What follows belongs to an exercise in optimizing a design on an open flow for small area; a production flow would make more cautious choices. In this exercise RTL edits were held to simulation tests only and were not proved equivalent to the original. No activity file was given, so power comes from the tool's default toggle rates.

==> inputs of 08-20 <==
## CNNEngine
module CNNEngine(
  input         clock,
  input         reset,
  input  [15:0] io_inputA_0,
  input  [15:0] io_inputA_1,
  input  [15:0] io_inputA_2,
  input  [15:0] io_inputA_3,
  input  [15:0] io_inputA_4,
  input  [15:0] io_inputA_5,
  input  [15:0] io_inputA_6,
  input  [15:0] io_inputA_7,
  input  [15:0] io_inputA_8,
  input  [15:0] io_inputB_0,
  input  [15:0] io_inputB_1,
  input  [15:0] io_inputB_2,
  input  [15:0] io_inputB_3,
  input  [15:0] io_inputB_4,
  input  [15:0] io_inputB_5,
  input  [15:0] io_inputB_6,
  input  [15:0] io_inputB_7,
  input  [15:0] io_inputB_8,
  input  [2:0]  io_DemuxSel0,
  input  [2:0]  io_DemuxSel,
  input         io_DemuxEn0_0,
  input         io_DemuxEn0_1,
  input         io_DemuxEn0_2,
  input         io_DemuxEn0_3,
  input         io_DemuxEn0_4,
  input         io_DemuxEn0_5,
  input         io_DemuxEn0_6,
  input         io_DemuxEn0_7,
  input         io_DemuxEn_0,
  input         io_DemuxEn_1,
  input         io_DemuxEn_2,
  input         io_DemuxEn_3,
  input         io_DemuxEn_4,
  input         io_DemuxEn_5,
  input         io_DemuxEn_6,
  input         io_DemuxEn_7,
  input         io_DemuxEn_8,
  input         io_DemuxEn_9,
  input         io_DemuxEn_10,
  input         io_DemuxEn_11,
  input         io_DemuxEn_12,
  input         io_DemuxEn_13,
  input         io_DemuxEn_14,
  input         io_DemuxEn_15,
  input         io_DemuxEn_16,
  input         io_DemuxEn_17,
  input         io_DemuxEn_18,
  input         io_DemuxEn_19,
  input         io_DemuxEn_20,
  input         io_DemuxEn_21,
  input         io_DemuxEn_22,
  input         io_DemuxEn_23,
  input         io_DemuxEn_24,
  input         io_DemuxEn_25,
  input         io_DemuxEn_26,
  input         io_DemuxEn_27,
  input         io_DemuxEn_28,
  input         io_DemuxEn_29,
  input         io_DemuxEn_30,
  input         io_DemuxEn_31,
  input         io_DemuxEn_32,
  input         io_DemuxEn_33,
  input         io_DemuxEn_34,
  input         io_DemuxEn_35,
  input         io_DemuxEn_36,
  ...
==> flow/config.mk <==
export PLATFORM = sky130hd
export DESIGN_NAME = CNNEngine
export DESIGN_NICKNAME = CNNEngine
export VERILOG_FILES = /design/flow/design.v
export SDC_FILE = /design/flow/constraint.sdc
export NUM_CORES = 8
export LEC_CHECK = 0
export CAP_MARGIN = 35
export CORE_MARGIN = 2
export CORE_UTILIZATION = 40
export CTS_BUF_LIST = sky130_fd_sc_hd__clkbuf_4
export SLEW_MARGIN = 30
==> flow/constraint.sdc <==
create_clock -name core_clock -period 18.0 [get_ports {clock}]
set_input_delay 3.6000 -clock core_clock [delete_from_list [all_inputs] [get_ports {clock}]]
set_output_delay 3.6000 -clock core_clock [all_outputs]
set_load 0.01 [all_outputs]
standard.sh (not shown) runs the stock make flow with config.mk's settings and CLKGATE_MAP_FILE= SYNTH_SCRIPT=/design/flow/synth_recipe.tcl, a recipe that flattens the netlist after the stock synthesis.
==> flow/flow/run.sh <==
#!/bin/bash
set -euo pipefail
WORK=$(pwd)
rm -rf "$WORK/scripts_abc"
cp -r "$FLOW_HOME/scripts" "$WORK/scripts_abc"
cp "$WORK/flow/abc.script" "$WORK/scripts_abc/abc_speed.script"
export SCRIPTS_DIR="$WORK/scripts_abc"
export ADDER_MAP_FILE=""
export BUFFER_PORTS_ARGS="-buffer_cell sky130_fd_sc_hd__buf_1"
bash "$WORK/standard.sh" > "$WORK/standard_flow.log" 2>&1
==> flow/flow/abc.script <==
strash
&get -n
&fraig -x
&put
balance
rewrite
refactor
balance
rewrite
rewrite -z
balance
refactor -z
rewrite -z
balance
dc2
dch -f
amap -m -F 3 -A 8
strash
balance
rewrite
refactor
balance
rewrite
rewrite -z
balance
refactor -z
rewrite -z
balance
dc2
dch -f
amap -m -F 3 -A 8
strash
dc2
dch -f
amap -m -F 3 -A 8
==> 11-16 (differences from 08-20) <==
==> flow/flow/abc.script (replaced) <==
strash
&get -n
&fraig -x
&put
balance -l
resub -K 6 -l
rewrite -l
resub -K 6 -N 2 -l
refactor -l
resub -K 8 -l
balance -l
resub -K 8 -N 2 -l
rewrite -l
resub -K 10 -l
rewrite -z -l
resub -K 10 -N 2 -l
balance -l
resub -K 12 -l
refactor -z -l
resub -K 12 -N 2 -l
rewrite -z -l
balance -l
dc2
dch -f
amap -m -F 3 -A 8
strash
balance -l
resub -K 6 -l
rewrite -l
resub -K 6 -N 2 -l
refactor -l
resub -K 8 -l
balance -l
resub -K 8 -N 2 -l
rewrite -l
resub -K 10 -l
rewrite -z -l
resub -K 10 -N 2 -l
balance -l
resub -K 12 -l
refactor -z -l
resub -K 12 -N 2 -l
rewrite -z -l
balance -l
dc2
dch -f
amap -m -F 3 -A 8
strash
dc2
dch -f
amap -m -F 3 -A 8
==> notes.md <==
In combinational power, 11-16 and 08-20 hardly differ.
Of 08-20 and 11-16, 11-16 has the higher utilization (gap 0.19 points).
Of 08-20 and 11-16, 11-16 has the higher global-route usage (gap 1.1 points).
In 08-20 the hold slack is better than in 11-16, by 0.0034 ns.

static timing again, ports no longer ideal:
In the flow no input, the clock included, has a driving cell. The finished layouts below were timed again as built, in two steps.
Step 1 sets driving cells, clkbuf_16 on the clock port and buf_2 on the other inputs (assumed; they add their load-dependent delay and slew).
Step 2 moves the port delays by t, midway between the first and last clock arrival at a register: inputs arrive t later, outputs are due t later. That takes back most of the time a late clock gives input paths.
Three values: no drivers, after step 1, after step 2; two values: the first two.
run | t (ns) | setup slack, ns | worst hold slack (ns) | worst setup path at the end
08-20 | 1.998 | 4.412 / 4.412 / 4.340 | 0.292 / 0.292 / 0.292 | input to register
11-16 | 1.924 | 4.546 / 4.546 / 4.546 | 0.289 / 0.289 / 0.289 | register to register
After both steps setup and hold are still met in every run listed. For 08-20, which loses most, drivers alone change the setup slack by 0.000 ns; drivers and shift together by -0.072 ns.
